This is an optimization exercise on Yosys and OpenROAD, whose aim is small area, a short achievable clock period and few clock cycles, not a production implementation.
RTL that was checked went through simulation tests only; none was proved equivalent to the original.
The flow treats the clock pin as an ideal source, which a real chip does not have.
Power figures rest on the tool's default switching activity, not on a simulated workload.

## run a
==> module RISC_V, before the edit <==
module RISC_V(clk, rst, mem_addr, mem_wdata, mem_we, mem_rdata);
    input clk, rst;
    input  [15:0] mem_rdata;
    output [15:0] mem_addr;
    output [15:0] mem_wdata;
    output        mem_we;
    reg  [15:1] fa;         
    reg  [15:0] ir;         
    reg  [7:0]  sa, sb;     
    reg         iv;         
    reg         mem;        
    reg  [15:0] ea;         
    reg  [2:0]  mrd;        
    reg         mst;        
    reg  [15:0] rf [0:7];
    integer k;
    wire [15:0] w      = mem_rdata;
    wire        w_jump = (w[14:12] == 3'b100);
    wire        w_pt   = (w[14:12] == 3'b011) & w[15];   
    wire [15:1] inc    = w_jump ? {{4{w[15]}}, w[11:1]} :
                         w_pt   ? {{12{w[15]}}, w[9], w[2:1]} : 15'd1;
    wire [15:1] fnext  = fa + inc;
    wire [2:0] op  = ir[14:12];
    wire [2:0] f3  = ir[2:0];
    wire       exv = iv & ~mem;
    wire is_r  = (op == 3'b000);
    wire is_l  = (op == 3'b001);
    wire is_s  = (op == 3'b010);
    wire is_b  = (op == 3'b011);
    wire is_i  = (op == 3'b101);
    reg [15:0] a, b;
    always @(*) begin
        a = 16'd0;
        b = 16'd0;
        for (k = 0; k < 8; k = k + 1) begin
            a = a | ({16{sa[k]}} & rf[k]);
            b = b | ({16{sb[k]}} & rf[k]);
        end
    end
    wire [15:0] immI = {{10{ir[15]}}, ir[8:6], ir[2:0]};
    wire [15:0] immS = {{10{ir[15]}}, ir[5:0]};
    wire        sub  = is_b | (is_r & ~f3[2] & (f3[1] | f3[0]));
    wire [15:0] op2  = (is_r | is_b) ? (sub ? ~b : b) : (is_s ? immS : immI);
    wire [15:0] sum  = a + op2 + {15'd0, sub};
    wire        lt   = (a[15] ^ b[15]) ? a[15] : sum[15];
    wire        eq   = (a == b);
    reg [15:0] res;
    always @(*) begin
        if (is_r & (f3 == 3'b111))      res = a & b;
        else if (is_r & (f3 == 3'b110)) res = a | b;
        else if (is_r & (f3 == 3'b010)) res = {15'd0, lt};
        else                            res = sum;
    end
    wire [4:0]  bimm  = {ir[15], ir[15], ir[9], ir[2:1]};         
    wire [4:0]  boff  = ir[15] ? (5'd1 - bimm) : (bimm - 5'd1);
    wire [15:1] alt   = fa + {{10{boff[4]}}, boff};
    wire taken    = ir[11] ? lt : (eq ^ ir[10]);
    wire redirect = exv & is_b & (taken ^ ir[15]);
    wire        ex_we = exv & (is_r | is_i);
    wire        wen   = mem ? ~mst : ex_we;
    wire [2:0]  wa    = mem ? mrd : ir[11:9];
    wire [15:0] wd    = mem ? mem_rdata : res;
    always @(posedge clk)
        if (wen) rf[wa] <= wd;
    always @(posedge clk or posedge rst) begin
        if (rst) begin
            fa  <= 15'd0;
            iv  <= 1'b0;
            mem <= 1'b0;
        end else begin
            mem <= exv & (is_l | is_s);
            if (~mem) begin
                fa <= ({15{redirect}} & alt) | ({15{~redirect}} & fnext);
                iv <= ~redirect;
            end
        end
    end
    wire keep_b = mem | (exv & is_s);
    always @(posedge clk) begin
        if (~mem)
            ir <= w;
        for (k = 0; k < 8; k = k + 1) begin
            sa[k] <= mem ? (ir[5:3] == k) : (w[5:3] == k);
            sb[k] <= keep_b ? (ir[8:6] == k) : (w[8:6] == k);
        end
        ea  <= sum;
        mrd <= ir[11:9];
        mst <= is_s;
    end
    assign mem_addr  = mem ? ea : {fa, 1'b0};
    assign mem_wdata = b;
    assign mem_we    = mem & mst;
endmodule
clock: 8.0 ns
lec_check: 0
abc_area: 1
cap_margin: 20
core_margin: 2
core_utilization: 40
setup_slack_margin: 3.5
slew_margin: 20
run.sh (not shown) runs the stock make flow with config.mk's settings and CLKGATE_MAP_FILE= SYNTH_SCRIPT=/design/flow/synth_recipe.tcl, a recipe that flattens the netlist after the stock synthesis.
Testbench counts of run a, summed over its fixed seeds: cycles 40,390.
diff inputs: run a => run b
diff --git a/flow/design.v b/flow/design.v
--- a/flow/design.v
+++ b/flow/design.v
@@ -17,11 +17,16 @@
     integer k;
     wire [15:0] w      = mem_rdata;
     wire        w_jump = (w[14:12] == 3'b100);
     wire        w_pt   = (w[14:12] == 3'b011) & w[15];   
-    wire [15:1] inc    = w_jump ? {{4{w[15]}}, w[11:1]} :
-                         w_pt   ? {{12{w[15]}}, w[9], w[2:1]} : 15'd1;
-    wire [15:1] fnext  = fa + inc;
+    wire [15:5] hp1    = fa[15:5] + 11'd1;
+    wire [15:5] hm1    = fa[15:5] - 11'd1;
+    wire [4:0]  lp1    = {1'b0, fa[4:1]} + 5'd1;
+    wire [15:1] fp1    = {lp1[4] ? hp1 : fa[15:5], lp1[3:0]};
+    wire [15:1] tj     = fa + {{4{w[15]}}, w[11:1]};
+    wire [4:0]  blo    = {1'b0, fa[4:1]} + {2'b01, w[9], w[2:1]};
+    wire [15:1] tb     = {blo[4] ? fa[15:5] : hm1, blo[3:0]};
+    wire [15:1] fnext  = w_jump ? tj : w_pt ? tb : fp1;
     wire [2:0] op  = ir[14:12];
     wire [2:0] f3  = ir[2:0];
     wire       exv = iv & ~mem;
     wire is_r  = (op == 3'b000);
@@ -40,10 +45,11 @@
     end
     wire [15:0] immI = {{10{ir[15]}}, ir[8:6], ir[2:0]};
     wire [15:0] immS = {{10{ir[15]}}, ir[5:0]};
     wire        sub  = is_b | (is_r & ~f3[2] & (f3[1] | f3[0]));
-    wire [15:0] op2  = (is_r | is_b) ? (sub ? ~b : b) : (is_s ? immS : immI);
-    wire [15:0] sum  = a + op2 + {15'd0, sub};
+    wire [15:0] op2  = (is_r | is_b) ? b : (is_s ? immS : immI);
+    wire [15:0] sx   = {16{sub}};
+    wire [15:0] sum  = sx ^ ((a ^ sx) + op2);
     wire        lt   = (a[15] ^ b[15]) ? a[15] : sum[15];
     wire        eq   = (a == b);
     reg [15:0] res;
     always @(*) begin
@@ -53,9 +59,10 @@
         else                            res = sum;
     end
     wire [4:0]  bimm  = {ir[15], ir[15], ir[9], ir[2:1]};         
     wire [4:0]  boff  = ir[15] ? (5'd1 - bimm) : (bimm - 5'd1);
-    wire [15:1] alt   = fa + {{10{boff[4]}}, boff};
+    wire [5:0]  alo   = {2'b00, fa[4:1]} + {boff[4], boff};
+    wire [15:1] alt   = {alo[5] ? hm1 : alo[4] ? hp1 : fa[15:5], alo[3:0]};
     wire taken    = ir[11] ? lt : (eq ^ ir[10]);
     wire redirect = exv & is_b & (taken ^ ir[15]);
     wire        ex_we = exv & (is_r | is_i);
     wire        wen   = mem ? ~mst : ex_we;
==> summary.txt <==
Run b reached the end of the flow, and the finished layout is clean on the timing, DRC and antenna checks.
Taking run a as the reference point, the effective utilization at floorplan of run b rises by 0.20 points.
Across both runs, adder-cell share of the synthesized area was lower for run b than for run a.
Run b: gate count after technology mapping is about 5.6% higher than what run a reported.
Looking at internal power contribution, run b sits below run a.
Area share of xor/xnor cells in the synthesized design ends up lower on run a.
Of run b and run a, it is run b that has the higher total length of routed wires.
Worst setup slack after layout for run b is lower than for run a.
As far as max-capacitance violation count goes, run b and run a are indistinguishable; the numbers are identical.
Looking at proportion of power drawn by combinational gates, run b sits 0.2 points higher than run a does.
The inverter count number comes out higher for run a vs run b.
Detailed-routed wire length on met3 ends up lower on run a.
For the highest achievable clock rate, run b came in 5.5 MHz lower than run a did.
For run b, only the layout was checked, not whether the RTL still works.


## v14
RISC_V with an RTL version that a note above also has.
For scale: roughly 1800 cells after synthesis, ~0.012 mm² of cells after synthesis.
==> module RISC_V, before the edit <==
module RISC_V(clk, rst, mem_addr, mem_wdata, mem_we, mem_rdata);
    input clk, rst;
    input  [15:0] mem_rdata;
    output [15:0] mem_addr;
    output [15:0] mem_wdata;
    output        mem_we;
    reg  [15:1] fa;         
    reg  [15:0] ir;         
    reg  [7:0]  sa, sb;     
    reg         iv;         
    reg         mem;        
    reg  [15:0] ea;         
    reg  [2:0]  mrd;        
    reg         mst;        
    reg  [15:0] rf [0:7];
    integer k;
    wire [15:0] w      = mem_rdata;
    wire        w_jump = (w[14:12] == 3'b100);
    wire        w_pt   = (w[14:12] == 3'b011) & w[15];   
    wire [15:5] hp1    = fa[15:5] + 11'd1;
    wire [15:5] hm1    = fa[15:5] - 11'd1;
    wire [4:0]  lp1    = {1'b0, fa[4:1]} + 5'd1;
    wire [15:1] fp1    = {lp1[4] ? hp1 : fa[15:5], lp1[3:0]};
    wire [15:1] tj     = fa + {{4{w[15]}}, w[11:1]};
    wire [4:0]  blo    = {1'b0, fa[4:1]} + {2'b01, w[9], w[2:1]};
    wire [15:1] tb     = {blo[4] ? fa[15:5] : hm1, blo[3:0]};
    wire [15:1] fnext  = w_jump ? tj : w_pt ? tb : fp1;
    wire [2:0] op  = ir[14:12];
    wire [2:0] f3  = ir[2:0];
    wire       exv = iv & ~mem;
    wire is_r  = (op == 3'b000);
    wire is_l  = (op == 3'b001);
    wire is_s  = (op == 3'b010);
    wire is_b  = (op == 3'b011);
    wire is_i  = (op == 3'b101);
    reg [15:0] a, b;
    always @(*) begin
        a = 16'd0;
        b = 16'd0;
        for (k = 0; k < 8; k = k + 1) begin
            a = a | ({16{sa[k]}} & rf[k]);
            b = b | ({16{sb[k]}} & rf[k]);
        end
    end
    wire [15:0] immI = {{10{ir[15]}}, ir[8:6], ir[2:0]};
    wire [15:0] immS = {{10{ir[15]}}, ir[5:0]};
    wire        sub  = is_b | (is_r & ~f3[2] & (f3[1] | f3[0]));
    wire [15:0] op2  = (is_r | is_b) ? b : (is_s ? immS : immI);
    wire [15:0] sx   = {16{sub}};
    wire [15:0] sum  = sx ^ ((a ^ sx) + op2);
    wire        lt   = (a[15] ^ b[15]) ? a[15] : sum[15];
    wire        eq   = (a == b);
    reg [15:0] res;
    always @(*) begin
        if (is_r & (f3 == 3'b111))      res = a & b;
        else if (is_r & (f3 == 3'b110)) res = a | b;
        else if (is_r & (f3 == 3'b010)) res = {15'd0, lt};
        else                            res = sum;
    end
    wire [4:0]  bimm  = {ir[15], ir[15], ir[9], ir[2:1]};         
    wire [4:0]  boff  = ir[15] ? (5'd1 - bimm) : (bimm - 5'd1);
    wire [5:0]  alo   = {2'b00, fa[4:1]} + {boff[4], boff};
    wire [15:1] alt   = {alo[5] ? hm1 : alo[4] ? hp1 : fa[15:5], alo[3:0]};
    wire taken    = ir[11] ? lt : (eq ^ ir[10]);
    wire redirect = exv & is_b & (taken ^ ir[15]);
    wire        ex_we = exv & (is_r | is_i);
    wire        wen   = mem ? ~mst : ex_we;
    wire [2:0]  wa    = mem ? mrd : ir[11:9];
    wire [15:0] wd    = mem ? mem_rdata : res;
    always @(posedge clk)
        if (wen) rf[wa] <= wd;
    always @(posedge clk or posedge rst) begin
        if (rst) begin
            fa  <= 15'd0;
            iv  <= 1'b0;
            mem <= 1'b0;
        end else begin
            mem <= exv & (is_l | is_s);
            if (~mem) begin
                fa <= ({15{redirect}} & alt) | ({15{~redirect}} & fnext);
                iv <= ~redirect;
            end
        end
    end
    wire keep_b = mem | (exv & is_s);
    always @(posedge clk) begin
        if (~mem)
            ir <= w;
        for (k = 0; k < 8; k = k + 1) begin
            sa[k] <= mem ? (ir[5:3] == k) : (w[5:3] == k);
            sb[k] <= keep_b ? (ir[8:6] == k) : (w[8:6] == k);
        end
        ea  <= sum;
        mrd <= ir[11:9];
        mst <= is_s;
    end
    assign mem_addr  = mem ? ea : {fa, 1'b0};
    assign mem_wdata = b;
    assign mem_we    = mem & mst;
endmodule
export LEC_CHECK = 0
export ABC_AREA = 1
export CAP_MARGIN = 20
export CORE_MARGIN = 2
export CORE_UTILIZATION = 40
export SETUP_SLACK_MARGIN = 4.8
export SLEW_MARGIN = 20
create_clock -name core_clock -period 8.0 [get_ports {clk}]
standard.sh (not shown) runs the stock make flow with config.mk's settings and CLKGATE_MAP_FILE= SYNTH_SCRIPT=/design/flow/synth_recipe.tcl, a recipe that flattens the netlist after the stock synthesis.
==> flow/flow/run.sh <==
#!/bin/bash
# The standard layout (standard.sh) with three changes:
# - synthesis leaves adders to ABC instead of mapping them onto the
#   library's full/half-adder cells (ADDER_MAP_FILE empty); the registers
#   are the standard synthesis's;
# - plain buffers on the ports (buffer_ports otherwise picks delay cells);
# - after the post-CTS timing repair, a downsizing pass that keeps the setup slack at or above SETUP_SLACK_MARGIN.
# Full tool output goes to standard.log.
set -e
export FLOW_FLOW_DIR=$PWD/flow
export ADDER_MAP_FILE=
export BUFFER_PORTS_ARGS="-buffer_cell sky130_fd_sc_hd__buf_1"
export POST_CTS_TCL=$FLOW_FLOW_DIR/post_cts.tcl
bash standard.sh > standard.log 2>&1
Other scripts of this flow, unchanged in this note and not shown: flow/flow/area_recover.tcl, flow/flow/post_cts.tcl
### v14 -> v21
==> flow/design.v, changed modules only <==
module RISC_V(clk, rst, mem_addr, mem_wdata, mem_we, mem_rdata);
    input clk, rst;
    input  [15:0] mem_rdata;
    output [15:0] mem_addr;
    output [15:0] mem_wdata;
    output        mem_we;
    reg  [15:1] fa;         
    reg  [15:0] ir;         
    reg  [7:0]  sa, sb;     
    reg         iv;         
    reg         mem;        
    reg  [15:0] ea;         
    reg  [2:0]  mrd;        
    reg         mst;        
    reg  [15:0] rf [0:7];
    integer k;
    wire [15:0] w      = mem_rdata;
    wire        w_jump = (w[14:12] == 3'b100);
    wire        w_pt   = (w[14:12] == 3'b011) & w[15];   
    wire [15:1] inc    = w_jump ? {{4{w[15]}}, w[11:1]} :
                         w_pt   ? {{12{w[15]}}, w[9], w[2:1]} : 15'd1;
    wire [15:1] fnext  = fa + inc;
    wire [2:0] op  = ir[14:12];
    wire [2:0] f3  = ir[2:0];
    wire       exv = iv & ~mem;
    wire is_r  = (op == 3'b000);
    wire is_l  = (op == 3'b001);
    wire is_s  = (op == 3'b010);
    wire is_b  = (op == 3'b011);
    wire is_i  = (op == 3'b101);
    reg [15:0] a, b;
    always @(*) begin
        a = 16'd0;
        b = 16'd0;
        for (k = 0; k < 8; k = k + 1) begin
            a = a | ({16{sa[k]}} & rf[k]);
            b = b | ({16{sb[k]}} & rf[k]);
        end
    end
    wire [15:0] immI = {{10{ir[15]}}, ir[8:6], ir[2:0]};
    wire [15:0] immS = {{10{ir[15]}}, ir[5:0]};
    wire        sub  = is_b | (is_r & ~f3[2] & (f3[1] | f3[0]));
    wire [15:0] op2  = (is_r | is_b) ? (sub ? ~b : b) : (is_s ? immS : immI);
    wire [15:0] sum  = a + op2 + {15'd0, sub};
    wire        lt   = (a[15] ^ b[15]) ? a[15] : sum[15];
    wire        eq   = (a == b);
    reg [15:0] res;
    always @(*) begin
        if (is_r & (f3 == 3'b111))      res = a & b;
        else if (is_r & (f3 == 3'b110)) res = a | b;
        else if (is_r & (f3 == 3'b010)) res = {15'd0, lt};
        else                            res = sum;
    end
    wire [4:0]  bimm  = {ir[15], ir[15], ir[9], ir[2:1]};         
    wire [4:0]  boff  = ir[15] ? (5'd1 - bimm) : (bimm - 5'd1);
    wire [15:1] alt   = fa + {{10{boff[4]}}, boff};
    wire taken    = ir[11] ? lt : (eq ^ ir[10]);
    wire redirect = exv & is_b & (taken ^ ir[15]);
    wire        ex_we = exv & (is_r | is_i);
    wire        wen   = mem ? ~mst : ex_we;
    wire [2:0]  wa    = mem ? mrd : ir[11:9];
    wire [15:0] wd    = mem ? mem_rdata : res;
    always @(posedge clk)
        if (wen) rf[wa] <= wd;
    always @(posedge clk or posedge rst) begin
        if (rst) begin
            fa  <= 15'd0;
            iv  <= 1'b0;
            mem <= 1'b0;
        end else begin
            mem <= exv & (is_l | is_s);
            if (~mem) begin
                fa <= ({15{redirect}} & alt) | ({15{~redirect}} & fnext);
                iv <= ~redirect;
            end
        end
    end
    wire keep_b = mem | (exv & is_s);
    always @(posedge clk) begin
        if (~mem)
            ir <= w;
        for (k = 0; k < 8; k = k + 1) begin
            sa[k] <= mem ? (ir[5:3] == k) : (w[5:3] == k);
            sb[k] <= keep_b ? (ir[8:6] == k) : (w[8:6] == k);
        end
        ea  <= sum;
        mrd <= ir[11:9];
        mst <= is_s;
    end
    assign mem_addr  = mem ? ea : {fa, 1'b0};
    assign mem_wdata = b;
    assign mem_we    = mem & mst;
endmodule
In the reports for v21 and v14, the smaller setup slack after placement belongs to v21. On total global routing track utilization, v21 and v14 are neck and neck. Setup slack: v21 < v14. Measured against each other, v21 and v14 differ in total detailed-routing wirelength, the lower figure coming from v21. Higher arrival time at the worst endpoint goes to v21 over v14. v21 against v14; area of the die is down by a few percent. Going from v14 to v21, area fraction in compound gates after synthesis fell by 0.56 points, average routed wire per standard cell now sits higher. Pin count of the biggest net entering global routing delta for v21 relative to v14: 7 higher. Diff v14 -> v21 | part of the total power dissipated in combinational logic | increase of 3.2 points. v21: first-pass GRT wire length about 6% below v14. Diff v14 -> v21: logic depth of the worst setup path including buffers up 11, non-filler instance count after layout down 110.
Testbench counts of v21, summed over its fixed seeds: cycles 40,390.
No functional check of the RTL was part of v14.

port drivers added, routing unchanged:
In the flow no input, the clock included, has a driving cell. The finished layouts below were timed again as built, in two steps. Step 1 assumes that a clkbuf_16 drives the clock port and a buf_2 every other input. Step 2 times the ports against the registers' clock, not the clock port: input delays grow and output delays shrink by t, the midpoint of the rising clock arrivals with the driver on. Slacks: no drivers / after step 1 / after step 2; pairs: no drivers / after step 1.
run | shift t [ns] | setup WS [ns] | hold slack, ns | worst setup path at the end | worst register clock-pin slew, ns
run a | 0.496 | 3.740 / 3.706 / 3.273 | 0.452 / 0.452 / 0.452 | input to register | 0.08 / 0.08
run b | 0.492 | 3.637 / 3.588 / 3.305 | 0.433 / 0.433 / 0.433 | input to register | 0.08 / 0.08
v14 | 0.496 | 4.646 / 4.598 / 4.197 | 0.441 / 0.441 / 0.441 | input to register | 0.08 / 0.08
v21 | 0.494 | 4.467 / 4.469 / 3.975 | 0.429 / 0.429 / 0.429 | input to register | 0.09 / 0.09
After both steps every run listed still meets setup and hold. For v21, which loses most, drivers alone change the setup slack by +0.002 ns; drivers and shift together by -0.492 ns.
